Background: an optimization exercise with open tools, aiming at small area, a short achievable clock period and few clock cycles. Do not read the settings as production practice. In this exercise RTL edits were held to simulation tests only and were not proved equivalent to the original. Power is estimated from default activity; no workload was simulated.

File: flow/config.mk
export PLATFORM = sky130hd
export DESIGN_NAME = ysyx_22050058_top
export DESIGN_NICKNAME = ysyx_22050058_top
export VERILOG_FILES = /design/flow/design.v
export SDC_FILE = /design/flow/constraint.sdc
export NUM_CORES = 8
export LEC_CHECK = 0
export CAP_MARGIN = 20
export CELL_PAD_IN_SITES_DETAIL_PLACEMENT = 1
export CELL_PAD_IN_SITES_GLOBAL_PLACEMENT = 1
export CORE_MARGIN = 2
export CORE_UTILIZATION = 40
export PLACE_DENSITY = 0.6
export SLEW_MARGIN = 20
export SYNTH_HIERARCHICAL = 1
export SYNTH_MINIMUM_KEEP_SIZE = 0
export TNS_END_PERCENT = 0
File: flow/constraint.sdc
create_clock -name core_clock -period 15.0 [get_ports {clk}]
set_input_delay 3.0000 -clock core_clock [delete_from_list [all_inputs] [get_ports {clk}]]
set_output_delay 3.0000 -clock core_clock [all_outputs]
set_load 0.01 [all_outputs]
File: flow/design.v
module ysyx_22050058_mdu #(parameter MK = 4) (
    input  wire        clk,
    input  wire        rst,
    input  wire        start,
    input  wire [2:0]  f3_in,
    input  wire        w_in,
    input  wire [4:0]  rd_in,
    input  wire [63:0] a,
    input  wire [63:0] b,
    output wire        busy,
    output wire        accept,       
    output wire        ready,        
    output wire [4:0]  rd,
    output wire        xhold_sh,     
    input  wire        port_free,    
    input  wire        kill_in,      
    output reg         killed,
    output reg         sh_req,
    output reg         sh_rev,
    output reg  [5:0]  sh_amt,
    output reg         sh_lo_acc,
    output reg         sh_lo_q,
    output reg         sh_lo_dv,
    output reg         sh_hi_acc,
    output reg         sh_hi_sgn,
    output wire [64:0] acc_o,
    output wire [63:0] q_o,
    output wire [63:0] dv_o,
    input  wire [63:0] sh_out,
    output wire        wb,
    output wire [63:0] result
);
    localparam S_IDLE = 4'd0, S_MSTEP = 4'd1, S_MCOR = 4'd2, S_DNEG = 4'd3, S_DPRE = 4'd4,
               S_DSH = 4'd5, S_DSTEP = 4'd6, S_FIN = 4'd7, S_DONE = 4'd8, S_DCOR = 4'd9;
    reg [3:0]  st;
    reg [6:0]  cnt;      
    localparam ND = 64 / MK;           
    reg [5:0]  nst;      
    reg [64:0] acc;      
    reg [63:0] q;        
    reg [64:0] dv;       
    reg [2:0]  f3;
    reg        w;
    reg [4:0]  rd_r;
    reg        an_r, bn_r, bnz_r;
    reg        mneg_r;   
    reg        dpow;     
    function [63:0] below;
        input [63:0] v;
        integer k;
        begin
            below = {v[62:0], 1'b0};
            for (k = 1; k < 64; k = k * 2) below = below | (below << k);
        end
    endfunction
    function [63:0] above;
        input [63:0] v;
        integer k;
        begin
            above = {1'b0, v[63:1]};
            for (k = 1; k < 64; k = k * 2) above = above | (above >> k);
        end
    endfunction
    wire is_div = f3[2];
    wire ld_div = f3_in[2];
    wire sa = ld_div ? ~f3_in[0] : (f3_in[1:0] != 2'b11);
    wire sb = ld_div ? ~f3_in[0] : (f3_in[1:0] == 2'b00) | (f3_in[1:0] == 2'b01);
    wire [63:0] a1 = w_in ? {{32{sa & a[31]}}, a[31:0]} : a;
    wire [63:0] b1 = w_in ? {{32{sb & b[31]}}, b[31:0]} : b;
    wire        an = sa & a1[63];
    wire        bn = sb & b1[63];
    wire [63:0] dval;
    wire [63:0] ng_in = (st == S_FIN) ? dval : q;
    wire [63:0] ng    = ng_in ^ below(ng_in);
    function [6:0] ndig;
        input [63:0] v;
        input        sgn;
        reg [63:0] d;
        integer n;
        begin
            d = sgn ? {v[62:0] ^ {63{v[63]}}, 1'b0} : v;
            ndig = 7'd1;
            for (n = 1; n < ND; n = n + 1)
                if (d[n*MK +: MK] != {MK{1'b0}}) ndig = n + 1;
        end
    endfunction
    wire [6:0] nda  = ndig(a1, sa);
    wire [6:0] ndb  = ndig(b1, sb);
    wire       swap = (nda < ndb);                
    wire [6:0] ndm  = swap ? nda : ndb;
    wire       mneg = swap ? an : bn;
    wire [63:0] mc  = swap ? b1 : a1;
    wire        mcs = swap ? sb : sa;
    localparam MW = 65 + MK;
    reg [MW-1:0] cs_s, cs_c, cs_x, cs_t;
    integer j;
    always @(*) begin
        cs_s = {{MK{acc[64]}}, acc};
        cs_c = {MW{1'b0}};
        for (j = 0; j < MK; j = j + 1) begin
            cs_x = q[j] ? ({{MK{dv[64]}}, dv} << j) : {MW{1'b0}};
            cs_t = cs_s ^ cs_c ^ cs_x;
            cs_c = ((cs_s & cs_c) | (cs_s & cs_x) | (cs_c & cs_x)) << 1;
            cs_s = cs_t;
        end
    end
    wire          mstep = (st == S_MSTEP);
    wire          dadd  = acc[64] & ((st == S_DSTEP) | (st == S_DCOR));
    wire [MW-1:0] ad_a  = mstep ? cs_s : {{MK{acc[64]}}, acc};
    wire [MW-1:0] ad_b  = mstep ? cs_c : ({{MK{dv[64]}}, dv} ^ {MW{~dadd}});
    wire [MW-1:0] ms    = ad_a + ad_b + {{(MW-1){1'b0}}, ~mstep & ~dadd};
    function [6:0] clz;
        input [63:0] v;
        integer n;
        begin
            clz = 7'd64;
            for (n = 0; n < 64; n = n + 1)
                if (v[n]) clz = 7'd63 - n[6:0];
        end
    endfunction
    wire [6:0] clz_r  = clz(acc[63:0]);
    wire [6:0] clz_d  = clz(dv[63:0]);
    wire       d_zero = (dv[63:0] == 64'd0);
    wire       d_big  = (clz_d < clz_r);                  
    wire [6:0] nq     = clz_d - clz_r + 7'd1;            
    wire [63:0] dlow   = above(dv[63:0]);                  
    wire        d_pow2 = ~d_zero & ((dv[63:0] & dlow) == 64'd0);
    wire        t1n = ms[MW-1];                           
    wire mhi = (f3[1:0] != 2'b00);     
    assign acc_o = acc;
    assign q_o   = q;
    assign dv_o  = dv[63:0];
    wire d_rem   = f3[1];
    assign dval  = d_rem ? acc[63:0] : q;
    wire neg_res = d_rem ? an_r : ((an_r ^ bn_r) & bnz_r);
    assign result = w ? {{32{q[31]}}, q[31:0]} : q;
    assign busy   = (st != S_IDLE);
    assign accept = (st == S_IDLE) | (st == S_DONE);
    wire   load   = start & accept;
    assign ready  = (st == S_DONE);
    assign rd     = rd_r;
    assign wb     = (st == S_DONE) & (rd_r != 5'd0) & ~killed & port_free;
    assign xhold_sh = sh_req;
    wire m_last = (st == S_MSTEP) & (cnt == 7'd1);
    wire m_fin  = (m_last & ~mneg_r) | (st == S_MCOR);       
    wire d_sh   = (st == S_DPRE) & ~d_zero & ~d_big;         
    always @(posedge clk) begin
        if (m_fin) sh_amt <= 6'd0 - MK * (nst + 6'd1);         
        else       sh_amt <= d_pow2 ? 6'd63 - clz_d[5:0] : nq[5:0] - 6'd1;
    end
    always @(posedge clk) begin
        if (rst) begin
            st     <= S_IDLE;
            killed <= 1'b0;
            sh_req    <= 1'b0;
            sh_rev    <= 1'b0;
            sh_lo_acc <= 1'b0;
            sh_lo_q   <= 1'b0;
            sh_lo_dv  <= 1'b0;
            sh_hi_acc <= 1'b0;
            sh_hi_sgn <= 1'b0;
        end else begin
            sh_req    <= m_fin | d_sh;
            sh_rev    <= d_sh & ~d_pow2;
            sh_lo_acc <= (m_fin & mhi) | (d_sh & d_pow2);
            sh_lo_q   <= m_fin & ~mhi;
            sh_lo_dv  <= d_sh & ~d_pow2;
            sh_hi_acc <= m_fin & ~mhi;
            sh_hi_sgn <= m_fin & mhi;
            if (load) killed <= 1'b0;
            else if (kill_in) killed <= 1'b1;
            if (load) st <= ld_div ? ((an | bn) ? S_DNEG : S_DPRE) : S_MSTEP;
            else case (st)
                S_IDLE:  ;
                S_MSTEP: if (cnt == 7'd1) st <= mneg_r ? S_MCOR : S_FIN;
                S_MCOR:  st <= S_FIN;
                S_DNEG:  st <= S_DPRE;
                S_DPRE:  st <= (d_zero | d_big) ? S_FIN : S_DSH;
                S_DSH:   st <= dpow ? S_FIN : S_DSTEP;
                S_DSTEP: if (cnt == 7'd1) st <= t1n ? S_DCOR : S_FIN;
                S_DCOR:  st <= S_FIN;
                S_FIN:   st <= S_DONE;
                S_DONE:  if (port_free | killed | (rd_r == 5'd0)) st <= S_IDLE;
                default: st <= S_IDLE;
            endcase
        end
    end
    always @(posedge clk) begin
        if (load) begin
            f3    <= f3_in;
            w     <= w_in;
            rd_r  <= rd_in;
            an_r  <= an;
            bn_r  <= bn;
            bnz_r <= (b1 != 64'd0);
            if (ld_div) begin
                acc <= (an | bn) ? 65'd0 : {1'b0, a1};
                q   <= a1;
                dv  <= {1'b0, b1};
            end else begin
                acc    <= 65'd0;
                dv     <= {mcs & mc[63], mc};
                q      <= swap ? a1 : b1;
                mneg_r <= mneg;
                nst    <= ndm[5:0] - 6'd1;
                cnt    <= ndm;
            end
        end else case (st)
            S_MSTEP: begin
                acc <= ms[MW-1:MK];
                q   <= {ms[MK-1:0], q[63:MK]};
                cnt <= cnt - 7'd1;
            end
            S_MCOR: begin
                acc <= ms[64:0];
            end
            S_DNEG: begin
                acc <= {1'b0, an_r ? ng : q};
                if (bn_r) dv <= {1'b0, ms[63:0]};
            end
            S_DPRE: begin
                q    <= d_zero ? 64'hffff_ffff_ffff_ffff : 64'd0;
                dpow <= d_pow2;
                cnt  <= nq;
            end
            S_DSH: begin
                if (dpow) begin
                    q   <= sh_out;
                    acc <= {1'b0, acc[63:0] & dlow};
                end
                dv  <= {1'b0, sh_out};
            end
            S_FIN: begin
                q   <= is_div ? (neg_res ? ng : dval) : sh_out;
            end
            S_DSTEP: begin
                acc <= ms[64:0];
                q   <= {q[62:0], ~t1n};
                if (cnt != 7'd1) dv <= {1'b0, dv[64:1]};
                cnt <= cnt - 7'd1;
            end
            S_DCOR: begin
                acc <= ms[64:0];
            end
            default: ;
        endcase
    end
endmodule
module ysyx_22050058_regfile (
    input  wire        clk,
    input  wire        we,
    input  wire [4:0]  waddr,
    input  wire [63:0] wdata,
    input  wire [31:0] rsel1,
    output reg  [63:0] rdata1,
    input  wire [31:0] rsel2,
    output reg  [63:0] rdata2
);
    reg [63:0] gpr [1:31];
    integer i;
    always @(posedge clk) begin
        if (we && waddr != 5'd0)
            gpr[waddr] <= wdata;
    end
    always @(*) begin
        rdata1 = 64'd0;
        rdata2 = 64'd0;
        for (i = 1; i < 32; i = i + 1) begin
            rdata1 = rdata1 | ({64{rsel1[i]}} & gpr[i]);
            rdata2 = rdata2 | ({64{rsel2[i]}} & gpr[i]);
        end
    end
endmodule
module ysyx_22050058_ifu (
    input  wire [15:2] pc,
    input  wire [63:0] imem_rdata,
    input  wire        d_valid,
    input  wire [31:0] d_ir,
    input  wire [15:2] d_pc,
    input  wire        flip,      
    output wire [31:0] ir,
    output wire [15:2] next,
    output wire [15:2] alt,       
    output wire        take,
    output wire        hint,      
    output wire        jpred
);
    assign ir = pc[2] ? imem_rdata[63:32] : imem_rdata[31:0];
    wire is_jal  = ir[6:2] == 5'b11011;
    wire is_jalr = ir[6:2] == 5'b11001;
    wire is_br   = ir[6:2] == 5'b11000;
    wire [15:2] immb = {{4{ir[31]}}, ir[7], ir[30:25], ir[11:9]};
    wire [15:2] immj = {ir[15:12], ir[20], ir[30:22]};
    wire [15:2] seq  = pc + 14'd1;
    wire [15:2] tgtb = pc + immb;
    wire [15:2] tgtj = pc + immj;
    wire        d_auipc = d_ir[6:2] == 5'b00101;
    wire [15:0] tgtr = {d_pc, 2'b00} + {d_ir[15:12], 12'd0} + {{4{ir[31]}}, ir[31:20]};
    assign hint = ir[31] | ir[12];
    wire take_b = is_br & (hint ^ flip);
    assign take  = is_jal | take_b;
    assign jpred = is_jalr & d_valid & d_auipc & (d_ir[11:7] == ir[19:15]) & (d_ir[11:7] != 5'd0);
    assign next  = jpred ? tgtr[15:2] : is_jal ? tgtj : take_b ? tgtb : seq;
    assign alt   = (is_br & ~take_b) ? tgtb : seq;
endmodule
module ysyx_22050058_bht (
    input  wire        clk,
    input  wire        rst,
    input  wire [4:0]  ridx,
    output wire        flip,
    input  wire        upd,
    input  wire [4:0]  widx,
    input  wire        agree
);
    reg [1:0] cnt [0:31];
    integer i;
    always @(posedge clk) begin
        if (rst) begin
            for (i = 0; i < 32; i = i + 1) cnt[i] <= 2'b01;
        end else if (upd) begin
            if (agree) begin
                if (cnt[widx] != 2'b00) cnt[widx] <= cnt[widx] - 2'b01;
            end else begin
                if (cnt[widx] != 2'b11) cnt[widx] <= cnt[widx] + 2'b01;
            end
        end
    end
    assign flip = cnt[ridx][1];
endmodule
module ysyx_22050058_dec (
    input  wire [31:0] ir,
    output wire [4:0]  rd,
    output wire [4:0]  rs1,
    output wire [4:0]  rs2,
    output wire [2:0]  f3,
    output wire        wen,        
    output wire        md,
    output wire        use1,       
    output wire        use2,       
    output wire        sub,        
    output reg  [3:0]  res_sel,
    output wire        w,
    output wire        ld,
    output wire        st,
    output wire        br,
    output wire        jalr,
    output wire        ebreak,
    output wire        opa_zero,
    output wire        opa_pc,
    output wire        opb_rs2,
    output wire        mem,        
    output wire        shift,      
    output wire [63:0] imm
);
    localparam R_SUM = 4'd0, R_SLT = 4'd1, R_SLTU = 4'd2, R_XOR = 4'd3, R_OR = 4'd4,
               R_AND = 4'd5, R_SLL = 4'd6, R_SRL = 4'd7, R_SRA = 4'd8, R_LOAD = 4'd9,
               R_LINK = 4'd10;
    wire [4:0] op = ir[6:2];
    wire op_lui   = op == 5'b01101;
    wire op_auipc = op == 5'b00101;
    wire op_jal   = op == 5'b11011;
    wire op_jalr  = op == 5'b11001;
    wire op_br    = op == 5'b11000;
    wire op_ld    = op == 5'b00000;
    wire op_st    = op == 5'b01000;
    wire op_imm   = op == 5'b00100;
    wire op_imm32 = op == 5'b00110;
    wire op_reg   = op == 5'b01100;
    wire op_reg32 = op == 5'b01110;
    wire op_sys   = op == 5'b11100;
    assign rd  = ir[11:7];
    assign rs1 = ir[19:15];
    assign rs2 = ir[24:20];
    assign f3  = ir[14:12];
    assign md   = (op_reg | op_reg32) & ir[25];
    assign wen  = (op_lui | op_auipc | op_jal | op_jalr | op_ld | op_imm | op_imm32 |
                   op_reg | op_reg32) & ~md & (rd != 5'd0);
    assign use1 = ~(op_lui | op_auipc | op_jal);
    assign use2 = op_reg | op_reg32 | op_br | op_st;
    wire isub   = (op_reg | op_reg32) & ~ir[25] & ir[30] & (f3 == 3'b000);
    wire slt    = (op_reg & ~ir[25] | op_imm) & (f3[2:1] == 2'b01);
    assign sub  = isub | slt | op_br;
    assign w    = op_imm32 | op_reg32;
    assign ld   = op_ld;
    assign st   = op_st;
    assign br   = op_br;
    assign jalr = op_jalr;
    assign ebreak = op_sys;
    assign opa_zero = op_lui;
    assign opa_pc   = op_auipc;
    assign opb_rs2  = op_reg | op_reg32 | op_br | op_st;
    assign mem      = op_ld | op_st;
    assign shift    = (op_imm | op_imm32 | op_reg | op_reg32) & ~md & (f3[1:0] == 2'b01);
    assign imm = (op_lui | op_auipc) ? {{32{ir[31]}}, ir[31:12], 12'b0} :
                 op_st               ? {{52{ir[31]}}, ir[31:25], ir[11:7]} :
                                       {{52{ir[31]}}, ir[31:20]};
    always @(*) begin
        res_sel = R_SUM;
        if (op_jal | op_jalr)            res_sel = R_LINK;
        else if (op_ld)                  res_sel = R_LOAD;
        else if (op_imm | op_imm32 | op_reg | op_reg32) begin
            case (f3)
                3'b001: res_sel = R_SLL;
                3'b010: res_sel = R_SLT;
                3'b011: res_sel = R_SLTU;
                3'b100: res_sel = R_XOR;
                3'b101: res_sel = ir[30] ? R_SRA : R_SRL;
                3'b110: res_sel = R_OR;
                3'b111: res_sel = R_AND;
                default: res_sel = R_SUM;
            endcase
        end
    end
endmodule
module ysyx_22050058_opsel (
    input  wire [63:0] rf1,
    input  wire [63:0] rf2,
    input  wire [63:0] xres,
    input  wire        byp1,
    input  wire        byp2,
    input  wire [63:0] mdres,      
    input  wire        mbyp1,
    input  wire        mbyp2,
    input  wire        opa_zero,
    input  wire        opa_pc,
    input  wire [63:0] pcv,
    input  wire        opb_rs2,
    input  wire        mem,
    input  wire        sub,
    input  wire [2:0]  f3,
    input  wire [63:0] imm,
    output wire [63:0] opa,
    output wire [63:0] opb,
    output wire [7:0]  wmask       
);
    wire [63:0] inv = {64{sub}};
    wire [63:0] addr = rf1 + imm;
    assign wmask = (f3[1:0] == 2'b00) ? (8'h01 << addr[2:0]) :
                   (f3[1:0] == 2'b01) ? (8'h03 << addr[2:0]) :
                   (f3[1:0] == 2'b10) ? (8'h0f << addr[2:0]) : 8'hff;
    wire [63:0] r1 = mbyp1 ? mdres : rf1;
    wire [63:0] r2 = mbyp2 ? mdres : rf2;
    wire [63:0] opa_base = mem ? addr : opa_zero ? 64'd0 : opa_pc ? pcv : r1;
    wire [63:0] opb_base = (opb_rs2 ? r2 : imm) ^ inv;
    assign opa  = (byp1 & ~opa_zero & ~opa_pc & ~mem) ? xres : opa_base;
    assign opb  = (byp2 & opb_rs2) ? (xres ^ inv) : opb_base;
endmodule
module ysyx_22050058_alu (
    input  wire [63:0] opa,
    input  wire [63:0] opb,
    input  wire        cin,
    input  wire [3:0]  res_sel,
    input  wire        w,
    input  wire [2:0]  f3,
    input  wire [15:2] alt,
    input  wire        md_sh_req,
    input  wire        md_sh_rev,
    input  wire [5:0]  md_sh_amt,
    input  wire        md_lo_acc,
    input  wire        md_lo_q,
    input  wire        md_lo_dv,
    input  wire        md_hi_acc,
    input  wire        md_hi_sgn,
    input  wire [64:0] md_acc,
    input  wire [63:0] md_q,
    input  wire [63:0] md_dv,
    output wire [63:0] sum,
    output reg         br_cond,
    output wire [63:0] sh_res_o,
    output wire [63:0] alu_res
);
    localparam [47:0] PC_HI = 48'h0000_0000_8000;
    localparam R_SUM = 4'd0, R_SLT = 4'd1, R_SLTU = 4'd2, R_XOR = 4'd3, R_OR = 4'd4,
               R_AND = 4'd5, R_SLL = 4'd6, R_SRL = 4'd7, R_SRA = 4'd8, R_LOAD = 4'd9,
               R_LINK = 4'd10;
    wire [64:0] sum65 = {1'b0, opa} + {1'b0, opb} + {64'd0, cin};
    assign      sum   = sum65[63:0];
    wire        ltu   = ~sum65[64];
    wire        lts   = (opa[63] == opb[63]) ? opa[63] : sum[63];
    wire        eq    = &(opa ^ opb);
    always @(*) begin
        case (f3)
            3'b000: br_cond = eq;
            3'b001: br_cond = ~eq;
            3'b100: br_cond = lts;
            3'b101: br_cond = ~lts;
            3'b110: br_cond = ltu;
            default: br_cond = ~ltu;
        endcase
    end
    wire        own     = ~md_sh_req;
    wire        sh_sra  = (res_sel == R_SRA);
    wire        sh_rev  = md_sh_req ? md_sh_rev : (res_sel == R_SLL);
    wire        sh_sign = sh_sra & (w ? opa[31] : opa[63]);
    wire [63:0] sh_lo0  = ({64{own & ~w}} & opa) |
                          ({64{own & w}} & {{32{sh_sign}}, opa[31:0]}) |
                          ({64{md_lo_acc}} & md_acc[63:0]) |
                          ({64{md_lo_q}} & md_q) |
                          ({64{md_lo_dv}} & md_dv);
    wire [63:0] sh_hi   = ({64{own & sh_sign}}) |
                          ({64{md_hi_acc}} & md_acc[63:0]) |
                          ({64{md_hi_sgn & md_acc[64]}});
    wire [5:0]  sh_amt  = md_sh_req ? md_sh_amt : {opb[5] & ~w, opb[4:0]};
    reg  [63:0] sh_lo;
    integer i;
    always @(*) for (i = 0; i < 64; i = i + 1) sh_lo[i] = sh_rev ? sh_lo0[63-i] : sh_lo0[i];
    wire [127:0] sh_cat = {sh_hi, sh_lo} >> sh_amt;
    reg  [63:0] sh_res;
    always @(*) for (i = 0; i < 64; i = i + 1) sh_res[i] = sh_rev ? sh_cat[63-i] : sh_cat[i];
    assign sh_res_o = sh_res;
    wire        slt_bit = ((res_sel == R_SLT) & lts) | ((res_sel == R_SLTU) & ltu);
    reg [63:0] res;
    always @(*) begin
        case (res_sel)
            R_SUM:  res = sum;
            R_XOR:  res = opa ^ opb;
            R_OR:   res = opa | opb;
            R_AND:  res = opa & opb;
            R_SLL, R_SRL, R_SRA: res = sh_res;
            R_SLT, R_SLTU: res = 64'd0;
            default: res = {PC_HI, alt, 2'b00};
        endcase
    end
    wire [63:0] res_w = w ? {{32{res[31]}}, res[31:0]} : res;
    assign alu_res = {res_w[63:1], res_w[0] | slt_bit};
endmodule
module ysyx_22050058_lsu (
    input  wire [63:0] dmem_rdata,
    input  wire [2:0]  boff,
    input  wire [2:0]  f3,
    input  wire        is_ld,
    input  wire [63:0] alu_res,
    output wire [63:0] result
);
    wire [63:0] ldw = dmem_rdata >> {boff, 3'b000};
    reg  [63:0] ld_val;
    always @(*) begin
        case (f3)
            3'b000: ld_val = {{56{ldw[7]}},  ldw[7:0]};
            3'b001: ld_val = {{48{ldw[15]}}, ldw[15:0]};
            3'b010: ld_val = {{32{ldw[31]}}, ldw[31:0]};
            3'b100: ld_val = {56'd0, ldw[7:0]};
            3'b101: ld_val = {48'd0, ldw[15:0]};
            3'b110: ld_val = {32'd0, ldw[31:0]};
            default: ld_val = ldw;
        endcase
    end
    assign result = is_ld ? ld_val : alu_res;
endmodule
module ysyx_22050058_top(
    input   wire            clk,
    input   wire            rst,
    output  wire [63:0]     imem_addr,
    input   wire [63:0]     imem_rdata,
    output  wire            dmem_ren,
    output  wire [63:0]     dmem_raddr,
    input   wire [63:0]     dmem_rdata,
    output  wire            dmem_wen,
    output  wire [63:0]     dmem_waddr,
    output  wire [63:0]     dmem_wdata,
    output  wire [7:0]      dmem_wmask,
    output  wire            halt
);
    localparam [47:0] PC_HI = 48'h0000_0000_8000;
    reg  [15:2] pc_q;
    reg         d_valid;
    reg  [31:0] d_ir;
    reg  [15:2] d_pc;
    reg  [15:2] d_alt;       
    reg         d_pred;      
    reg         d_jpred;     
    reg  [31:0] d_rsel1, d_rsel2;    
    reg         d_hint;      
    reg  [4:0]  d_bidx;      
    reg         x_valid;
    reg  [63:0] x_opa, x_opb;
    reg  [63:0] x_addr, x_wdata;   
    reg  [15:2] x_alt;
    reg  [4:0]  x_rd;
    reg         x_wen;
    reg  [3:0]  x_res;
    reg         x_w, x_sub, x_ld, x_st, x_br, x_pred, x_jalr, x_md, x_ebreak, x_sh;
    reg  [2:0]  x_f3;
    reg  [7:0]  x_wmask;
    reg         x_hint;
    reg  [4:0]  x_bidx;
    wire        x_stall;
    wire        x_redirect;
    wire [15:2] x_target;
    wire [63:0] x_result;
    wire [31:0] f_ir;
    wire [15:2] f_next, f_alt;
    wire        f_take, f_jpred, f_hint, f_flip;
    assign imem_addr = {PC_HI, pc_q, 2'b00};
    ysyx_22050058_ifu u_ifu (
        .pc(pc_q), .imem_rdata(imem_rdata),
        .d_valid(d_valid), .d_ir(d_ir), .d_pc(d_pc), .flip(f_flip),
        .ir(f_ir), .next(f_next), .alt(f_alt), .take(f_take), .hint(f_hint), .jpred(f_jpred)
    );
    wire [4:0]  d_rd, d_rs1, d_rs2;
    wire [2:0]  d_f3;
    wire        d_wen, d_md, d_use1, d_use2, d_sub, d_w, d_ld, d_st, d_br, d_jalr, d_ebreak;
    wire        d_opa_zero, d_opa_pc, d_opb_rs2, d_mem, d_shift;
    wire [3:0]  d_res;
    wire [63:0] d_imm;
    ysyx_22050058_dec u_dec (
        .ir(d_ir), .rd(d_rd), .rs1(d_rs1), .rs2(d_rs2), .f3(d_f3),
        .wen(d_wen), .md(d_md), .use1(d_use1), .use2(d_use2), .sub(d_sub),
        .res_sel(d_res), .w(d_w), .ld(d_ld), .st(d_st), .br(d_br), .jalr(d_jalr),
        .ebreak(d_ebreak), .opa_zero(d_opa_zero), .opa_pc(d_opa_pc),
        .opb_rs2(d_opb_rs2), .mem(d_mem), .shift(d_shift), .imm(d_imm)
    );
    wire [63:0] rf_rdata1, rf_rdata2;
    wire        md_busy, md_accept, md_ready, md_xh_sh, md_wb, md_kill;
    wire [4:0]  md_rd;
    wire [63:0] md_result;
    wire        rf_we = (x_valid & x_wen & ~x_stall) | md_wb;
    ysyx_22050058_regfile u_rf (
        .clk(clk),
        .we(rf_we), .waddr(md_wb ? md_rd : x_rd), .wdata(md_wb ? md_result : x_result),
        .rsel1(d_rsel1), .rdata1(rf_rdata1),
        .rsel2(d_rsel2), .rdata2(rf_rdata2)
    );
    wire byp1 = x_valid & x_wen & (x_rd == d_rs1);
    wire byp2 = x_valid & x_wen & (x_rd == d_rs2);
    wire [63:0] d_opa, d_opb;
    wire [7:0]  d_wmask;
    ysyx_22050058_opsel u_opsel (
        .rf1(rf_rdata1), .rf2(rf_rdata2), .xres(x_result), .byp1(byp1), .byp2(byp2),
        .mdres(md_result), .mbyp1(md_m1 & md_ready), .mbyp2(md_m2 & md_ready),
        .opa_zero(d_opa_zero), .opa_pc(d_opa_pc), .pcv({PC_HI, d_pc, 2'b00}),
        .opb_rs2(d_opb_rs2), .mem(d_mem), .sub(d_sub), .f3(d_f3), .imm(d_imm),
        .opa(d_opa), .opb(d_opb), .wmask(d_wmask)
    );
    wire x_wr_md = x_valid & x_wen & (x_rd == md_rd);      
    wire md_live = md_busy & ~md_kill & ~x_wr_md & (md_rd != 5'd0);
    wire md_m1   = md_live & (d_rs1 == md_rd);
    wire md_m2   = md_live & (d_rs2 == md_rd);
    wire hz_md   = (d_use1 & md_m1 & (~md_ready | d_mem)) | (d_use2 & md_m2 & ~md_ready);
    wire hz_x   = x_valid & x_md & (x_rd != 5'd0) &
                  ((d_use1 & (d_rs1 == x_rd)) | (d_use2 & (d_rs2 == x_rd)));
    wire hz_agu = d_mem & x_valid & x_wen & (x_rd == d_rs1);
    wire d_hold = d_valid & (hz_md | hz_x | hz_agu);
    always @(posedge clk) begin
        if (rst) begin
            pc_q    <= 14'd0;
            d_valid <= 1'b0;
            x_valid <= 1'b0;
        end else if (!x_stall) begin
            if (x_redirect) begin
                pc_q    <= x_target;
                d_valid <= 1'b0;
                x_valid <= 1'b0;
            end else if (d_hold) begin
                x_valid <= 1'b0;
            end else begin
                pc_q    <= f_next;
                d_valid <= 1'b1;
                x_valid <= d_valid;
            end
        end
    end
    always @(posedge clk) begin
        if (!x_stall && !d_hold) begin
            d_ir    <= f_ir;
            d_rsel1 <= 32'd1 << f_ir[19:15];
            d_rsel2 <= 32'd1 << f_ir[24:20];
            d_pc    <= pc_q;
            d_alt   <= f_alt;
            d_pred  <= f_take;
            d_jpred <= f_jpred;
            d_hint  <= f_hint;
            d_bidx  <= pc_q[6:2];
        end
    end
    always @(posedge clk) begin
        if (!x_stall && d_mem) x_addr  <= d_opa;
        if (!x_stall && d_st)  x_wdata <= d_opb;
    end
    always @(posedge clk) begin
        if (!x_stall) begin
            x_opa    <= d_opa;
            x_opb    <= d_opb;
            x_alt    <= d_alt;
            x_rd     <= d_rd;
            x_wen    <= d_wen;
            x_res    <= d_res;
            x_w      <= d_w;
            x_sub    <= d_sub;
            x_ld     <= d_ld;
            x_st     <= d_st;
            x_br     <= d_br;
            x_pred   <= d_pred;
            x_jalr   <= d_jalr & ~d_jpred;
            x_md     <= d_md;
            x_ebreak <= d_ebreak;
            x_f3     <= d_f3;
            x_wmask  <= d_wmask;
            x_sh     <= d_shift;
            x_hint   <= d_hint;
            x_bidx   <= d_bidx;
        end
    end
    wire        md_sh_req, md_sh_rev, md_lo_acc, md_lo_q, md_lo_dv, md_hi_acc, md_hi_sgn;
    wire [5:0]  md_sh_amt;
    wire [64:0] md_acc;
    wire [63:0] md_q, md_dv;
    wire [63:0] sum, sh_res, alu_res;
    wire        br_cond;
    ysyx_22050058_alu u_alu (
        .opa(x_opa), .opb(x_opb), .cin(x_sub), .res_sel(x_res), .w(x_w), .f3(x_f3),
        .alt(x_alt),
        .md_sh_req(md_sh_req), .md_sh_rev(md_sh_rev), .md_sh_amt(md_sh_amt),
        .md_lo_acc(md_lo_acc), .md_lo_q(md_lo_q), .md_lo_dv(md_lo_dv),
        .md_hi_acc(md_hi_acc), .md_hi_sgn(md_hi_sgn),
        .md_acc(md_acc), .md_q(md_q), .md_dv(md_dv),
        .sum(sum), .br_cond(br_cond), .sh_res_o(sh_res), .alu_res(alu_res)
    );
    assign x_redirect = x_valid & ((x_br & (br_cond ^ x_pred)) | x_jalr);
    ysyx_22050058_bht u_bht (
        .clk(clk), .rst(rst),
        .ridx(pc_q[6:2]), .flip(f_flip),
        .upd(x_valid & x_br & ~x_stall), .widx(x_bidx), .agree(br_cond == x_hint)
    );
    assign x_target   = x_jalr ? sum[15:2] : x_alt;
    ysyx_22050058_lsu u_lsu (
        .dmem_rdata(dmem_rdata), .boff(x_addr[2:0]), .f3(x_f3), .is_ld(x_ld),
        .alu_res(alu_res), .result(x_result)
    );
    ysyx_22050058_mdu u_mdu (
        .clk(clk), .rst(rst),
        .start(x_valid & x_md),
        .f3_in(x_f3), .w_in(x_w), .rd_in(x_rd),
        .a(x_opa), .b(x_opb),
        .busy(md_busy), .accept(md_accept), .ready(md_ready), .rd(md_rd), .xhold_sh(md_xh_sh), .port_free(~(x_valid & x_wen) | x_stall),
        .kill_in(x_wr_md & ~x_stall), .killed(md_kill),
        .sh_req(md_sh_req), .sh_rev(md_sh_rev), .sh_amt(md_sh_amt),
        .sh_lo_acc(md_lo_acc), .sh_lo_q(md_lo_q), .sh_lo_dv(md_lo_dv),
        .sh_hi_acc(md_hi_acc), .sh_hi_sgn(md_hi_sgn),
        .acc_o(md_acc), .q_o(md_q), .dv_o(md_dv), .sh_out(sh_res),
        .wb(md_wb), .result(md_result)
    );
    wire md_stall  = x_valid & md_xh_sh & x_sh;
    assign x_stall = (x_valid & ((x_md & ~md_accept) | x_ebreak)) | md_stall;
    assign dmem_ren   = x_valid & x_ld;
    assign dmem_raddr = x_addr;
    assign dmem_wen   = x_valid & x_st;
    assign dmem_waddr = x_addr;
    assign dmem_wdata = x_wdata;
    assign dmem_wmask = x_wmask;
    assign halt = x_valid & x_ebreak;
endmodule
File: flow/flow/run.sh
#!/bin/bash
set -euo pipefail
bash standard.sh SETUP_SLACK_MARGIN=12 finish > standard_flow.log 2>&1
File: flow/standard.sh
#!/bin/bash
# synth_recipe.tcl (not shown) runs the flow's synth.tcl, then flattens the netlist and writes it again
# the make line also repeats each setting of config.mk as NAME=value (left out here)
make -C /OpenROAD-flow-scripts/flow DESIGN_CONFIG=/design/flow/config.mk WORK_HOME=/design/flow/orfs CLKGATE_MAP_FILE= SYNTH_SCRIPT=/design/flow/synth_recipe.tcl "${@:-finish}"
==> impl_metrics.py, run 1 <==
metrics = {
    "min_path": {
        "hp-class": "reg2reg",
        "hold_start": "d_alt[9]$_DFFE_PP_",
    },
    "detailed_routing": {
        "via_per_inst": 7.24,
        "first_pass_iters": 27,
        "drc": 0,
        "vias": 170000,
        "drt_iter0_markers": 26200,
        "routedWlPerCell_um": 45.7,
        "wl_um": 1070000,
        "ant_nets": 0,
    },
    "placement": {
        "gp_congestion": 1.13,
        "place_area_um2": 187000,
        "place_inst": 22600,
        "dp_hpwl_um": 734000,
        "pre_cts_slack_ps": 6540,
        "port_buffers": 342,
    },
    "synthesis": {
        "avgSynthCellArea_um2": 10.3,
        "synth_area_um2": 178000,
        "yosysWarnings": 13,
        "synthCells": 17300,
    },
    "worst_setup_path": {
        "arrival_ps": 7380,
        "start_kind": "register",
        "end_kind": "register",
        "timing.rr.start": "u_mdu.sh_req$_SDFF_PP0_",
        "cpPeakStageDelay_ps": 1140,
        "cp_slowest_cell": "o31ai_2",
        "path_class": "reg2reg",
        "startpoint": "u_mdu.sh_req$_SDFF_PP0_",
        "cpMostUsedCell": "mux2i_1",
        "cp_data_required_time_ps": 15690,
        "cp_cell_sequence": "buf_4 -> o31ai_2 -> mux2i_1 -> mux2i_1 -> mux2i_1 -> a211oi_2 -> a311oi_1 -> a221oi_2 -> nand2_1 -> nand2_2 -> a221oi_1 -> nor2_2 -> nor2_1 -> a21oi_1 -> mux2_2",
        "crit_fanout": 31,
    },
    "clock_network": {
        "path_clk_slew_ps": 70,
        "clockRootBuffer": "clkbuf_16",
        "cts_made_buffers": 313,
        "tritoncts": "yes",
        "cts_sinks": 2729,
        "worstSkewPairLatency_ps": 1010,
        "cts_buffer_depth": 4,
        "postCtsHoldBufs": 0,
        "htree_levels": 5,
    },
    "pwr": {
        "swShare_pct": 48.3,
        "intPower_mw": 20.9,
        "p_clk_share_pct": 19.0,
        "p_sw_mw": 19.6,
        "powerDensity_nw_per_um2": 199,
        "p_comb_share_pct": 50.8,
        "ir_drop_v": 0.000151,
        "pwr-share-seq_pct": 30.2,
        "report.power.total_mw": 40.5,
        "power_leakage_nw": 70.3,
    },
    "cells_and_area": {
        "nNetsFinal": 18000,
        "stdcell_area_um2": 203000,
        "drive_gt1_share_pct": 13.9,
        "fin_cells": 23500,
        "syn2layout_area_growth_pct": 14.1,
    },
    "die": {
        "start_util_pct": 40.2,
        "fp.dieW_um": 671,
        "die_h_um": 671,
        "num_rows": 244,
        "ios": 397,
        "core_area_um2": 442000,
        "die-area_um2": 450000,
    },
    "sta": {
        "worst_slew_pin_slew_ps": 1340,
        "setup_ws_ps": 8310,
        "grt_setup_unrepaired": "true",
        "slew_violations": 0,
        "period_needed_ps": 6690,
        "finalHoldViolCount": 0,
        "fmax_ghz": 0.149,
        "timing.final.crit_share_pct": 44.6,
        "setup_viol": 0,
        "fin_skew_ps": 87.1,
        "fin_setup_tns_ps": 0,
        "relSlewSlack_pct": 9.41,
    },
    "grt": {
        "grt.total_usage_pct": 45.9,
        "grt_pass1_vias": 164000,
        "grt-ovfl-total": 0,
        "grt_max_degree": 89,
        "grt_pass1_wl_um": 1430000,
        "antenna_found_initial": 94,
    },
    "job": {
        "cap_violations": 0,
    },
    "outcome": {
        "outcome": "finished clean",
    },
}
-- routing by layer --
| metal | up-vias | GRT usage [%] | part of all wire [%] |
|---|---|---|---|
| li1 | 66900 | - | - |
| met3 | 3557 | 12.7 | 11 |
| met5 | - | 0.330 | 0.070 |
| met2 | 12400 | 67.6 | 42 |
| met4 | 49 | 40.3 | 11 |
| met1 | 87100 | 55.2 | 36 |
-- timing repair --
| action | CTS | global route |
|---|---|---|
| buffers inserted | 160 | 42 |
| resized for setup | 606 | 92 |
| pin swaps | 110 | 60 |
| gates cloned | 13 | 1 |
| endpoints found under the setup margin | 5449 | 5433 |
-- area by class of cell --
cell class | instances | area [um2]
Antenna cell | 70 | 175
Clock buffer | 395 | 8240
Clock inverter | 169 | 1620
Fill cell | 47900 | 239000
Inverter | 598 | 2260
Multi-Input combinational cell | 12400 | 90100
Sequential cell | 2729 | 81600
Tap cell | 5904 | 7390
Timing Repair Buffer | 1243 | 11500
-- worst paths after layout --
path         cells after the start                        end  slack (ps)
min                              0         x_alt[9]$_DFFE_PN_         420
max reg2reg                     15  u_rf.gpr[25][5]$_DFFE_PP_        8310
min reg2reg                      0         x_alt[9]$_DFFE_PN_         420
max                             15  u_rf.gpr[25][5]$_DFFE_PP_        8310
-- power by group through the flow --
| stage | Clock, mW | Combinational, mW | Sequential [mW] |
|---|---|---|---|
| 4_1_cts | 7.69 | 18.9 | 12.1 |
| 5_1_grt | 7.96 | 20.6 | 12.2 |
| 2_1_floorplan | 0 | 9.51 | 11.8 |
| 6_report | 7.69 | 20.6 | 12.2 |
| 3_5_place_dp | 0 | 17.8 | 12.3 |
| 3_3_place_gp | 0 | 17.7 | 12.3 |
-- placed cells by master (no fill, tap or decap), types with 67 or more instances in the layout --
cell type and instances:
ha_1 366, conb_1 100, o21ai_0 721, edfxtp_1 2697, clkbuf_1 74, and2_1 169
a221oi_1 165, a21oi_1 840, a21o_1 170, a222oi_1 170, a31oi_1 154, inv_1 583
a221oi_2 122, diode_2 70, a22o_1 181, buf_4 754, fa_1 198, o221ai_1 69
clkinv_1 67, mux2i_1 525, nor2b_1 88, clkdlybuf4s50_1 340, nand2b_1 104, o22ai_1 181
nand4_1 363, nand3_1 501, clkbuf_16 316, or4_1 153, a221o_1 111, nand2_1 1405
a211oi_1 119, xor2_1 119, mux2_2 126, nor2_1 1082, o211ai_1 147, xnor2_1 303
nor4_1 79, a22oi_1 1630, nor3_1 278
-- through the flow --
step	util, %	hold WS, ps
after CTS	45.6	394
final	45.9	415
after detailed placement	42.4	408
after global placement	42.4	403
after floorplan	-	400
after global routing	45.9	400
-- registers in the layout, summed over array words and instances (netlist names), 30 cells and up --
signal and flops:
u_mdu.q 64, d_ir 30, x_wdata 64, x_addr 64
d_rsel1 31, x_opb 64, u_bht.cnt 64, u_mdu.dv 65
u_rf.gpr 1984, d_rsel2 31, x_opa 64, u_mdu.acc 65
-- critical path, delay by kind of cell, from the launching register on --
kind	cells	cell delay, ps
flops	1	460
mux	4	1780
simple gates	4	910
compound gates	6	2820
buf+inv	1	340
Testbench counts, summed over its fixed seeds: cycles 147,581.
==> run 2, diff against run 1 <==
--- a/flow/design.v
+++ b/flow/design.v
@@ -308,9 +308,9 @@
     input  wire        rst,
-    input  wire [4:0]  ridx,
+    input  wire [3:0]  ridx,
     output wire        flip,
     input  wire        upd,
-    input  wire [4:0]  widx,
+    input  wire [3:0]  widx,
     input  wire        agree
 );
-    reg [1:0] cnt [0:31];
+    reg [1:0] cnt [0:15];
     integer i;
@@ -318,3 +318,3 @@
         if (rst) begin
-            for (i = 0; i < 32; i = i + 1) cnt[i] <= 2'b01;
+            for (i = 0; i < 16; i = i + 1) cnt[i] <= 2'b01;
         end else if (upd) begin
@@ -573,6 +573,5 @@
     reg         d_hint;      
-    reg  [4:0]  d_bidx;      
+    reg  [3:0]  d_bidx;      
     reg         x_valid;
-    reg  [63:0] x_opa, x_opb;
-    reg  [63:0] x_addr, x_wdata;   
+    reg  [63:0] x_opa, x_opb;      
     reg  [15:2] x_alt;
@@ -585,3 +584,3 @@
     reg         x_hint;
-    reg  [4:0]  x_bidx;
+    reg  [3:0]  x_bidx;
     wire        x_stall;
@@ -672,3 +671,3 @@
             d_hint  <= f_hint;
-            d_bidx  <= pc_q[6:2];
+            d_bidx  <= pc_q[5:2];
         end
@@ -676,6 +675,2 @@
     always @(posedge clk) begin
-        if (!x_stall && d_mem) x_addr  <= d_opa;
-        if (!x_stall && d_st)  x_wdata <= d_opb;
-    end
-    always @(posedge clk) begin
         if (!x_stall) begin
@@ -721,3 +716,3 @@
         .clk(clk), .rst(rst),
-        .ridx(pc_q[6:2]), .flip(f_flip),
+        .ridx(pc_q[5:2]), .flip(f_flip),
         .upd(x_valid & x_br & ~x_stall), .widx(x_bidx), .agree(br_cond == x_hint)
@@ -726,3 +721,3 @@
     ysyx_22050058_lsu u_lsu (
-        .dmem_rdata(dmem_rdata), .boff(x_addr[2:0]), .f3(x_f3), .is_ld(x_ld),
+        .dmem_rdata(dmem_rdata), .boff(x_opa[2:0]), .f3(x_f3), .is_ld(x_ld),
         .alu_res(alu_res), .result(x_result)
@@ -745,6 +740,6 @@
     assign dmem_ren   = x_valid & x_ld;
-    assign dmem_raddr = x_addr;
+    assign dmem_raddr = x_opa;
     assign dmem_wen   = x_valid & x_st;
-    assign dmem_waddr = x_addr;
-    assign dmem_wdata = x_wdata;
+    assign dmem_waddr = x_opa;
+    assign dmem_wdata = x_opb;
     assign dmem_wmask = x_wmask;
--- a/flow/config.mk
+++ b/flow/config.mk
@@ -7,3 +7,3 @@
 export LEC_CHECK = 0
-export CAP_MARGIN = 20
+export CAP_MARGIN = 10
 export CELL_PAD_IN_SITES_DETAIL_PLACEMENT = 1
@@ -12,4 +12,6 @@
 export CORE_UTILIZATION = 40
+export CTS_CLUSTER_DIAMETER = 60
+export CTS_CLUSTER_SIZE = 20
 export PLACE_DENSITY = 0.6
-export SLEW_MARGIN = 20
+export SLEW_MARGIN = 10
 export SYNTH_HIERARCHICAL = 1
==> run 2 against run 1 <==
Now fails the layout checks on max-capacitance violations, max-slew violations; first-iteration DRC count decreased by 4.1%; setup slack got worse by 35 ps; count of clock-buffer cells in the layout down 93; total power rose by 0.47%; critical path depth up 4; worst hold slack gained 8.6 ps; final cell count shrank 2.3%; design area fell by 3.4%; highest routed layer unchanged.
==> impl_metrics.py, run 2 <==
metrics = {
    "outcome": {
        "outcome": "failed layout checks",
        "so_faults": "max-capacitance violations, max-slew violations",
    },
    "detailed_routing": {
        "first_pass_iters": 11,
        "drt_iter0_markers": 25200,
        "drc": 0,
        "vias": 167000,
        "ant_nets": 0,
        "via_per_inst": 7.30,
        "wl_um": 1070000,
        "routedWlPerCell_um": 46.7,
    },
    "clock_network": {
        "tritoncts": "yes",
        "cts_buffer_depth": 4,
        "htree_levels": 5,
        "cts_made_buffers": 284,
        "path_clk_slew_ps": 70,
        "worstSkewPairLatency_ps": 1010,
        "cts_sinks": 2568,
        "postCtsHoldBufs": 0,
        "clockRootBuffer": "clkbuf_16",
    },
    "sta": {
        "timing.final.crit_share_pct": 44.8,
        "worst_slew_pin_slew_ps": 2780,
        "period_needed_ps": 6730,
        "slew_violations": 9,
        "relSlewSlack_pct": -87.2,
        "grt_setup_unrepaired": "true",
        "fin_setup_tns_ps": 0,
        "setup_viol": 0,
        "finalHoldViolCount": 0,
        "fin_skew_ps": 83.7,
        "fmax_ghz": 0.149,
    },
    "pwr": {
        "swShare_pct": 50.0,
        "p_sw_mw": 20.3,
        "intPower_mw": 20.3,
        "ir_drop_v": 0.000155,
        "powerDensity_nw_per_um2": 207,
        "pwr-share-seq_pct": 28.1,
        "report.power.total_mw": 40.7,
        "p_clk_share_pct": 18.5,
        "power_leakage_nw": 68.4,
        "p_comb_share_pct": 53.4,
    },
    "synthesis": {
        "avgSynthCellArea_um2": 10.1,
        "yosysWarnings": 13,
        "synth_area_um2": 172000,
        "synthCells": 17000,
    },
    "worst_setup_path": {
        "crit_fanout": 43,
        "arrival_ps": 7430,
        "start_kind": "register",
        "path_class": "reg2reg",
        "cp_data_required_time_ps": 15710,
        "timing.rr.start": "u_mdu.sh_req$_SDFF_PP0_",
        "startpoint": "u_mdu.sh_req$_SDFF_PP0_",
        "end_kind": "register",
        "r2r_cells": 19,
    },
    "cells_and_area": {
        "syn2layout_area_growth_pct": 13.9,
        "top_regs": "u_rf.gpr (1984), u_mdu.acc (65), u_mdu.dv (65)",
        "nNetsFinal": 17700,
        "drive_gt1_share_pct": 13.8,
        "mostFrequentLayoutCells": "edfxtp_1, a22oi_1, nand2_1, nor2_1, a21oi_1",
        "final_common_cell": "edfxtp_1",
        "final_util_pct": 45.8,
        "largest_register_ffs": 1984,
        "top_register": "u_rf.gpr",
        "fin_cells": 22900,
    },
    "job": {
        "cap_violations": 2,
    },
    "placement": {
        "port_buffers": 342,
        "dp_hpwl_um": 746000,
        "gp_congestion": 1.10,
        "place_inst": 22200,
    },
    "die": {
        "start_util_pct": 40.2,
        "num_rows": 240,
        "fp.dieW_um": 660,
        "core_area_um2": 428000,
        "ios": 397,
        "die-area_um2": 436000,
        "die_h_um": 660,
    },
    "grt": {
        "grt_pass1_wl_um": 1420000,
        "grt_pass1_vias": 160000,
        "antenna_found_initial": 102,
        "grt_max_degree": 89,
        "grt-ovfl-total": 0,
        "grt.total_usage_pct": 47.3,
    },
    "min_path": {
        "hp-class": "reg2reg",
        "hold_depth": 0,
        "hold_start": "d_pred$_DFFE_PP_",
    },
}
run 2: cell count changes in the layout (fill, tap and decap cells not counted), sizes merged, moves of 8 or more:
cell	delta
a31o	+17
buf	-8
bufinv	-9
clkbuf	-90
clkinv	-19
clkinvlp	+15
diode	-8
edfxtp	-161
inv	+67
mux4	-11
nand2	+17
nor3	-63
nor4	+11
or2	-32
run 2: power groups by stage:
| stage | registers, mW | logic [mW] | clock network (mW) |
|---|---|---|---|
| floorplan | 11.3 | 9.66 | 0 |
| global placement | 11.7 | 18.9 | 0 |
| detailed placement | 11.7 | 19.1 | 0 |
| CTS | 11.4 | 20.0 | 7.54 |
| global route | 11.4 | 21.7 | 7.78 |
| finish | 11.4 | 21.7 | 7.54 |
run 2: final cells by class:
class	instances	area, um2
antenna	62	155
tap	5687	7120
fill	46500	232000
clock buffer	302	7180
sequential	2568	76800
timing repair buffer	1233	11100
inverter	598	2260
clock inverter	223	2740
multi-input combinational	12300	88800
run 2: per-stage QoR:
stage	setup slack, ps	hold slack, ps	instance area, um2
after CTS	8690	424	194000
final	8270	424	196000
after floorplan	1350	400	173000
after detailed placement	6450	405	182000
after global placement	6440	401	182000
after global routing	8460	433	196000
run 2: final timing paths:
| path | slack, ps | end |
|---|---|---|
| max | 8270 | x_opb[8]$_DFFE_PN_ |
| min | 420 | x_pred$_DFFE_PN_ |
| max reg2reg | 8270 | x_opb[8]$_DFFE_PN_ |
| min reg2reg | 420 | x_pred$_DFFE_PN_ |
run 2: metal layers:
layer / routed length [um] / global-route usage, %
met5: 342 / 0.144
met4: 114000 / 41.5
met3: 116000 / 12.1
met2: 458000 / 70.5
met1: 384000 / 56.7
run 2: repair_timing:
item,CTS,global route
gates resized for setup,377,218
gates cloned,4,9
setup endpoints to repair,5144,5149
setup buffers,100,71
pin swaps,42,79
run 2: worst max-delay path, stage by stage, from the launching register on:
cell	delay [ps]
dfxtp_4	470
buf_6	380
mux2i_4	300
buf_6	360
buf_6	400
nand2_2	410
o22ai_1	420
a211oi_4	70
buf_4	220
a221oi_4	470
mux2i_1	300
o211ai_2	510
mux2_4	450
nand2_1	100
a31oi_1	480
o22a_1	390
nand2_1	80
o21ai_0	200
mux2i_1	170
xnor2_1	150
Testbench counts of run 2, summed over its fixed seeds: cycles 148,123.
==> run 3, diff against run 2 <==
--- a/flow/config.mk
+++ b/flow/config.mk
@@ -7,3 +7,3 @@
 export LEC_CHECK = 0
-export CAP_MARGIN = 10
+export CAP_MARGIN = 20
 export CELL_PAD_IN_SITES_DETAIL_PLACEMENT = 1
@@ -15,3 +15,3 @@
 export PLACE_DENSITY = 0.6
-export SLEW_MARGIN = 10
+export SLEW_MARGIN = 20
 export SYNTH_HIERARCHICAL = 1
==> run 3 against run 2 <==
Synthesized cell count is the same; sequential share of layout area is essentially flat; final cell count is essentially flat; sequential power is essentially flat; highest routed layer unchanged; routed wire length shrank 0.31%; die area is the same; synthesized area is the same; now clean on timing, DRC and antenna; combinational power is essentially flat; via count shrank 0.31%.
==> impl_metrics.py, run 3 <==
metrics = {
    "outcome": {
        "outcome": "finished clean",
    },
    "sta": {
        "fin_skew_ps": 88.6,
        "period_needed_ps": 6800,
        "holdWs_ps": 423,
        "grt_setup_unrepaired": "true",
        "relSlewSlack_pct": 7.89,
        "worst_slew_pin_slew_ps": 1380,
        "fmax_ghz": 0.147,
        "fin_setup_tns_ps": 0,
        "setup_ws_ps": 8200,
        "slew_violations": 0,
        "finalHoldViolCount": 0,
        "setup_viol": 0,
        "timing.final.crit_share_pct": 45.3,
    },
    "clock_network": {
        "cts_made_buffers": 282,
        "clockRootBuffer": "clkbuf_16",
        "path_clk_slew_ps": 70,
        "tritoncts": "yes",
        "worstSkewPairLatency_ps": 1060,
        "htree_levels": 5,
        "cts_buffer_depth": 4,
        "cts_sinks": 2568,
    },
    "detailed_routing": {
        "wl_um": 1070000,
        "drt_iter0_markers": 25000,
        "vias": 167000,
        "drc": 0,
        "routedWlPerCell_um": 46.6,
        "ant_nets": 0,
        "via_per_inst": 7.27,
        "first_pass_iters": 9,
    },
    "die": {
        "core_area_um2": 428000,
        "ios": 397,
        "fp.dieW_um": 660,
        "start_util_pct": 40.2,
        "die-area_um2": 436000,
        "num_rows": 240,
        "die_h_um": 660,
    },
    "cells_and_area": {
        "final_util_pct": 45.8,
        "drive_gt1_share_pct": 13.6,
        "top_regs": "u_rf.gpr (1984), u_mdu.acc (65), u_mdu.dv (65)",
        "mostFrequentLayoutCells": "edfxtp_1, a22oi_1, nand2_1, nor2_1, a21oi_1",
        "largest_register_ffs": 1984,
        "nNetsFinal": 17700,
        "syn2layout_area_growth_pct": 13.8,
        "seq_area_um2": 76800,
        "top_register": "u_rf.gpr",
        "multi_input_area_um2": 88800,
        "final_common_cell": "edfxtp_1",
        "nFillCells": 46400,
    },
    "worst_setup_path": {
        "cp_data_required_time_ps": 15720,
        "arrival_ps": 7520,
        "cp-endpoint": "u_rf.gpr[12][22]$_DFFE_PP_",
        "crit_fanout": 31,
        "start_kind": "register",
        "path_class": "reg2reg",
        "startpoint": "u_mdu.sh_lo_acc$_SDFF_PP0_",
        "end_kind": "register",
        "cpPeakStageDelay_ps": 1120,
        "cp_cell_sequence": "buf_6 -> buf_6 -> a222oi_1 -> a21boi_2 -> a32oi_4 -> a22o_1 -> or2_1 -> nor2_1 -> o22ai_2 -> nand2b_1 -> a31oi_2 -> o21ai_1 -> a21o_1 -> nor2_1 -> a21oi_2 -> mux2_2",
        "timing.rr.start": "u_mdu.sh_lo_acc$_SDFF_PP0_",
        "cp_slowest_cell": "o21ai_1",
        "r2r_end": "u_rf.gpr[12][22]$_DFFE_PP_",
        "rrSetupSlack_ps": 8200,
        "r2r_cells": 16,
    },
    "synthesis": {
        "avgSynthCellArea_um2": 10.1,
        "synth_area_um2": 172000,
        "yosysWarnings": 13,
        "synthCells": 17000,
    },
    "placement": {
        "dp_hpwl_um": 747000,
        "port_buffers": 342,
        "pre_cts_slack_ps": 6460,
        "gp_congestion": 1.10,
    },
    "pwr": {
        "p_sw_mw": 20.2,
        "pwr-share-seq_pct": 28.1,
        "ir_drop_v": 0.000221,
        "power_leakage_nw": 68.3,
        "swShare_pct": 49.7,
        "p_clk_share_pct": 18.6,
        "p_comb_share_pct": 53.3,
        "powerDensity_nw_per_um2": 207,
        "intPower_mw": 20.4,
    },
    "grt": {
        "grt_pass1_wl_um": 1420000,
        "grt-ovfl-total": 0,
        "grt.total_usage_pct": 47.4,
        "grt_pass1_vias": 160000,
        "grt_max_degree": 89,
        "antenna_found_initial": 104,
    },
    "min_path": {
        "hp-class": "reg2reg",
    },
    "job": {
        "cap_violations": 0,
    },
}
run 3: what timing repair did:
item                       4_1_cts  5_1_grt
hold buffers                     0        0
cloned                           5        5
setup buffers                   99       58
setup endpoints to repair     5143     5145
pin swaps                       44       57
resized for setup              385      171
run 3: how the worst min path moves through the flow:
stage | start | end | slack, ps | cells after the start
floorplan | d_alt[10]$_DFFE_PP_ | x_alt[10]$_DFFE_PN_ | 400 | 0
global placement | d_alt[5]$_DFFE_PP_ | x_alt[5]$_DFFE_PN_ | 400 | 0
detailed placement | d_alt[5]$_DFFE_PP_ | x_alt[5]$_DFFE_PN_ | 410 | 0
CTS | d_pred$_DFFE_PP_ | x_pred$_DFFE_PN_ | 420 | 0
global route | d_alt[9]$_DFFE_PP_ | x_alt[9]$_DFFE_PN_ | 430 | 0
finish | d_pred$_DFFE_PP_ | x_pred$_DFFE_PN_ | 420 | 0
run 3: cell type report:
class                      count  area share [%]
multi-input combinational  12300            45.3
sequential                  2568            39.2
antenna                       89           0.114
timing repair buffer        1223            5.57
clock inverter               211            1.33
inverter                     598            1.16
clock buffer                 307            3.70
tap                         5687            3.63
run 3: per-stage QoR:
stage	power [mW]	cells	instance area [um2]
floorplan	21.0	17100	173000
global placement	30.6	22200	182000
detailed placement	30.8	22200	182000
CTS	39.0	22800	194000
global route	40.9	22900	196000
finish	40.6	22900	196000
run 3: power groups by stage:
stage	Sequential [mW]	Combinational [mW]	Clock [mW]
3_5_place_dp	11.7	19.1	0
2_1_floorplan	11.3	9.66	0
5_1_grt	11.4	21.7	7.84
3_3_place_gp	11.7	18.9	0
4_1_cts	11.4	20.0	7.59
6_report	11.4	21.7	7.58
run 3: critical path: cells and delay by family (launching register included):
kind	cells	cell delay (ps)
buf+inv	2	720
mux	1	680
compound gates	9	3840
simple gates	4	540
flops	1	610
run 3: metal layers:
layer / global-route usage, % / share of wire (%) / up-vias
met5: 0.0332 / 0.016 / -
met4: 41.3 / 11 / 28
met3: 12.4 / 11 / 3625
met2: 70.6 / 43 / 12300
met1: 56.6 / 36 / 85100
li1: - / - / 65800
==> run 4, diff against run 3 <==
--- a/flow/config.mk
+++ b/flow/config.mk
@@ -11,6 +11,6 @@
 export CORE_MARGIN = 2
-export CORE_UTILIZATION = 40
+export CORE_UTILIZATION = 30
 export CTS_CLUSTER_DIAMETER = 60
 export CTS_CLUSTER_SIZE = 20
-export PLACE_DENSITY = 0.6
+export PLACE_DENSITY = 0.5
 export SLEW_MARGIN = 20
==> run 4 against run 3 <==
Still clean; non-clock buffer count rose by 65; design area up 2.2%; sequential share of layout area fell by 0.83 points; die area rose by 33%; sequential cell count unchanged; via count decreased by 2.8%; global-route usage decreased by 11 points; total power rose by 2.6%; core utilization is 11 points lower; critical endpoint is now x_opb[10]$_DFFE_PN_; largest power group unchanged.
==> impl_metrics.py, run 4 <==
metrics = {
    "die": {
        "ios": 397,
        "die-area_um2": 580000,
        "die_h_um": 762,
        "start_util_pct": 30.1,
        "core_area_um2": 573000,
        "fp.dieW_um": 762,
        "num_rows": 278,
    },
    "detailed_routing": {
        "routedWlPerCell_um": 43.7,
        "first_pass_iters": 10,
        "drt_iter0_markers": 21600,
        "ant_nets": 0,
        "wl_um": 1090000,
        "via_per_inst": 6.52,
        "drc": 0,
        "vias": 162000,
    },
    "grt": {
        "antenna_found_initial": 103,
        "grt_pass1_wl_um": 1440000,
        "grt.total_usage_pct": 35.9,
        "gr-usage-met1_pct": 44.0,
        "grt-ovfl-total": 0,
        "grt.met2_usage_pct": 56.2,
        "top_usage_layer": "met2",
        "grt_pass1_vias": 160000,
        "grt_max_degree": 85,
        "met3_usage_pct": 8.11,
    },
    "worst_setup_path": {
        "cp_data_required_time_ps": 15680,
        "end_kind": "register",
        "arrival_ps": 7060,
        "cp_cell_sequence": "mux2i_4 -> buf_6 -> nand2_1 -> nor2_1 -> a22oi_1 -> o211ai_1 -> buf_4 -> nor2_1 -> a211oi_1 -> a31oi_1 -> mux2i_1 -> buf_4 -> nand2_1 -> a31oi_1 -> o22a_1 -> nand2_1 -> o21ai_0 -> mux2i_1 -> xnor2_1",
        "cp_slowest_cell": "nor2_1",
        "cpMostUsedCell": "nand2_1",
        "cpPeakStageDelay_ps": 810,
        "start_kind": "register",
        "crit_fanout": 40,
        "path_class": "reg2reg",
    },
    "cells_and_area": {
        "drive_gt1_share_pct": 14.3,
        "final_common_cell": "edfxtp_1",
        "nNetsFinal": 17800,
        "multi_input_area_um2": 89000,
        "seq_area_um2": 76800,
        "top_register": "u_rf.gpr",
        "syn2layout_area_growth_pct": 16.2,
        "stdcell_area_um2": 200000,
        "nFillCells": 63200,
        "largest_register_ffs": 1984,
        "final_util_pct": 35.0,
        "mostFrequentLayoutCells": "edfxtp_1, a22oi_1, nand2_1, nor2_1, a21oi_1",
        "top_regs": "u_rf.gpr (1984), u_mdu.acc (65), u_mdu.dv (65)",
    },
    "clock_network": {
        "cts_sinks": 2568,
        "worstSkewPairLatency_ps": 1050,
        "htree_levels": 5,
        "cts_buffer_depth": 4,
        "path_clk_slew_ps": 70,
        "clockRootBuffer": "clkbuf_16",
        "tritoncts": "yes",
        "cts_made_buffers": 306,
    },
    "sta": {
        "fin_skew_ps": 109,
        "setup_viol": 0,
        "fmax_ghz": 0.157,
        "relSlewSlack_pct": 6.98,
        "fin_setup_tns_ps": 0,
        "period_needed_ps": 6380,
        "grt_setup_unrepaired": "true",
        "timing.final.crit_share_pct": 42.5,
        "worst_slew_pin_slew_ps": 1380,
        "slew_violations": 0,
        "finalHoldViolCount": 0,
    },
    "pwr": {
        "intPower_mw": 21.0,
        "swShare_pct": 49.6,
        "power_leakage_nw": 69.2,
        "p_sw_mw": 20.7,
        "p_clk_share_pct": 19.2,
        "pwr-share-seq_pct": 26.9,
        "p_comb_share_pct": 53.8,
        "powerDensity_nw_per_um2": 208,
        "ir_drop_v": 0.000207,
    },
    "synthesis": {
        "yosysWarnings": 13,
        "avgSynthCellArea_um2": 10.1,
        "synth_area_um2": 172000,
        "synthCells": 17000,
    },
    "job": {
        "cap_violations": 0,
    },
    "min_path": {
        "hp-class": "reg2reg",
    },
    "outcome": {
        "outcome": "finished clean",
    },
    "placement": {
        "dp_hpwl_um": 765000,
        "gp_congestion": 1.01,
        "place_area_um2": 184000,
        "port_buffers": 342,
    },
}
run 4: critical path: cells and delay by family (launching register included):
family          cells  cell delay, ps
xor+xnor            1             220
flops               1             540
mux                 3             710
simple gates        5            1840
compound gates      7            1650
buf+inv             3             970
run 4: final timing paths:
path	start	to	slack [ps]	depth (start not counted)
max	u_mdu.sh_req$_SDFF_PP0_	x_opb[10]$_DFFE_PN_	8620	19
min	d_pred$_DFFE_PP_	x_pred$_DFFE_PN_	400	0
max reg2reg	u_mdu.sh_req$_SDFF_PP0_	x_opb[10]$_DFFE_PN_	8620	19
min reg2reg	d_pred$_DFFE_PP_	x_pred$_DFFE_PN_	400	0
run 4: cell type report:
type,instances,area share (%)
Tap cell,7560,4.73
Inverter,598,1.13
Clock buffer,336,3.96
Timing Repair Buffer,1288,5.96
Antenna cell,46,0.0575
Sequential cell,2568,38.4
Multi-Input combinational cell,12300,44.5
Clock inverter,228,1.33
run 4: timing repair:
action | 4_1_cts | 5_1_grt
buffers inserted | 196 | 8
pin swaps | 126 | 16
hold buffers | 0 | 0
endpoints found under the setup margin | 5171 | 5178
gates resized for setup | 623 | 28
cloned | 23 | 1
run 4: power groups by stage:
| stage | combinational [mW] | clock (mW) | sequential [mW] |
|---|---|---|---|
| after global placement | 19.8 | 0 | 11.4 |
| after floorplan | 9.66 | 0 | 11.3 |
| final | 22.4 | 8.02 | 11.2 |
| after global routing | 22.7 | 8.33 | 11.2 |
| after detailed placement | 19.9 | 0 | 11.4 |
| after CTS | 21.3 | 8.10 | 11.2 |
run 4: per-stage QoR:
step	worst slack, ps	hold WS, ps	std cells	power (mW)
2_1_floorplan	1350	400	17100	21.0
3_3_place_gp	6000	401	24000	31.3
3_5_place_dp	6150	406	24100	31.4
4_1_cts	9000	407	24800	40.6
5_1_grt	8740	413	24900	42.3
6_report	8620	403	24900	41.7
run 4: per-layer routing:
layer	share of wire, %	routed length (um)
met5	0.068	738
met4	8.5	92100
met3	8.8	95500
met2	44	481000
met1	38	418000
==> run 5, diff against run 4 <==
--- a/flow/config.mk
+++ b/flow/config.mk
@@ -11,6 +11,6 @@
 export CORE_MARGIN = 2
-export CORE_UTILIZATION = 30
+export CORE_UTILIZATION = 35
 export CTS_CLUSTER_DIAMETER = 60
 export CTS_CLUSTER_SIZE = 20
-export PLACE_DENSITY = 0.5
+export PLACE_DENSITY = 0.55
 export SLEW_MARGIN = 20
==> run 5 against run 4 <==
Still clean on timing, DRC and antenna; clock power down 4.1%; sequential power barely moved; combinational power about the same; synthesized area did not move; maximum frequency is 0.14% higher; final cell count decreased by 4.9%; design area decreased by 1.4%; sequential share of layout area rose by 0.56 points; routed wire length down 1.2%; critical path type unchanged; critical endpoint is now u_mdu.sh_amt[5]$_DFF_P_; largest cell class unchanged; largest power group unchanged.
==> impl_metrics.py, run 5 <==
metrics = {
    "cells_and_area": {
        "nNetsFinal": 17700,
        "mostFrequentLayoutCells": "edfxtp_1, a22oi_1, nand2_1, nor2_1, a21oi_1",
        "final_common_cell": "edfxtp_1",
        "top_register": "u_rf.gpr",
        "nFillCells": 53600,
        "drive_gt1_share_pct": 13.5,
        "fin_cells": 23700,
        "stdcell_area_um2": 197000,
        "syn2layout_area_growth_pct": 14.6,
    },
    "worst_setup_path": {
        "path_class": "reg2reg",
        "cp_cell_sequence": "buf_4 -> buf_4 -> or4_1 -> a21oi_1 -> o21bai_1 -> a21boi_0 -> o21ai_0 -> a21boi_0 -> o21ai_0 -> a21oi_1 -> o21a_1 -> ha_1 -> ha_1 -> a21o_1 -> a21oi_1 -> xnor2_1 -> nor3b_1 -> xnor2_1 -> mux2_1 -> a21oi_1",
        "arrival_ps": 7250,
        "cpPeakStageDelay_ps": 710,
        "start_kind": "register",
    },
    "sta": {
        "holdWs_ps": 416,
        "period_needed_ps": 6370,
        "setup_viol": 0,
        "fin_setup_tns_ps": 0,
        "timing.final.crit_share_pct": 42.5,
        "relSlewSlack_pct": 10.1,
        "slew_violations": 0,
        "worst_slew_pin_slew_ps": 1310,
    },
    "outcome": {
        "outcome": "finished clean",
    },
    "detailed_routing": {
        "vias": 164000,
        "ant_nets": 0,
        "drt_iter0_markers": 22700,
        "via_per_inst": 6.91,
    },
    "pwr": {
        "ir_drop_v": 0.000133,
    },
    "synthesis": {
        "synth_area_um2": 172000,
        "avgSynthCellArea_um2": 10.1,
        "yosysWarnings": 13,
    },
    "clock_network": {
        "tritoncts": "yes",
        "cts_made_buffers": 280,
        "cts_sinks": 2568,
        "htree_levels": 5,
        "path_clk_slew_ps": 70,
    },
    "grt": {
        "grt-ovfl-total": 0,
        "grt.total_usage_pct": 41.5,
        "grt_pass1_wl_um": 1430000,
        "grt_max_degree": 147,
        "antenna_found_initial": 100,
    },
    "die": {
        "die-area_um2": 498000,
        "die_h_um": 705,
        "fp.dieW_um": 705,
        "core_area_um2": 490000,
        "num_rows": 257,
    },
    "placement": {
        "place_area_um2": 183000,
        "gp_congestion": 1.05,
        "port_buffers": 342,
    },
}
run 5: path summary, 6_finish.rpt:
kind                                            start                 endpoint  slack, ps  cells past startpoint
worst min register to register     d_alt[7]$_DFFE_PP_       x_alt[7]$_DFFE_PN_        420                      0
worst min-delay path               d_alt[7]$_DFFE_PP_       x_alt[7]$_DFFE_PN_        420                      0
worst max-delay path            u_mdu.dv[4]$_DFFE_PP_  u_mdu.sh_amt[5]$_DFF_P_       8630                     20
worst max register to register  u_mdu.dv[4]$_DFFE_PP_  u_mdu.sh_amt[5]$_DFF_P_       8630                     20
run 5: what timing repair did:
item / in CTS / in global routing
cloned: 12 / 3
hold endpoints to repair: 0 / 0
setup endpoints to repair: 5190 / 5194
pin swaps: 86 / 50
buffers inserted: 134 / 42
resized for setup: 503 / 99
run 5: area by class of cell:
type	count	area (um2)	share of cell area [%]
antenna	39	97.6	0.0495
multi-input combinational	12300	88700	45.0
sequential	2568	76800	38.9
clock buffer	303	7210	3.65
inverter	598	2260	1.15
tap	6475	8100	4.11
timing repair buffer	1226	11300	5.75
clock inverter	209	2740	1.39
run 5: through the flow:
stage                     utilization [%]  total power [mW]
after floorplan                         -              21.0
final                                40.3              41.0
after detailed placement             37.2              31.1
after global routing                 40.2              41.5
after CTS                            40.0              39.8
after global placement               37.2              31.0
run 5: power breakdown:
group,switching (mW),internal [mW],total [mW]
Sequential,0.498,10.8,11.3
Combinational,16.3,5.77,22.1
Clock,3.53,4.16,7.69
Total,20.3,20.7,41.0
run 5: metal layers:
| layer | GRT usage (%) | up-vias | part of all wire [%] | routed length, um |
|---|---|---|---|---|
| met4 | 31.7 | 34 | 9.3 | 100000 |
| met2 | 63.5 | 10000 | 44 | 469000 |
| li1 | - | 65800 | - | - |
| met1 | 50.0 | 84900 | 37 | 398000 |
| met3 | 10.7 | 2855 | 10 | 107000 |
| met5 | 0 | - | 0.040 | 434 |
run 5: critical path: cells and delay by family (launching register included):
family / cells / cell delay (ps)
compound gates: 11 / 3180
simple gates: 2 / 890
fa+ha+maj: 2 / 670
flops: 1 / 480
buf+inv: 2 / 430
mux: 1 / 340
xor+xnor: 2 / 290

Check on run 5: ideal ports give 8.629 ns setup slack; a clkbuf_16 on the clock port and buf_2 on the inputs give 8.629 ns; moving port delays by the midpoint clock arrival (1.101 ns) as well gives 7.710 ns.
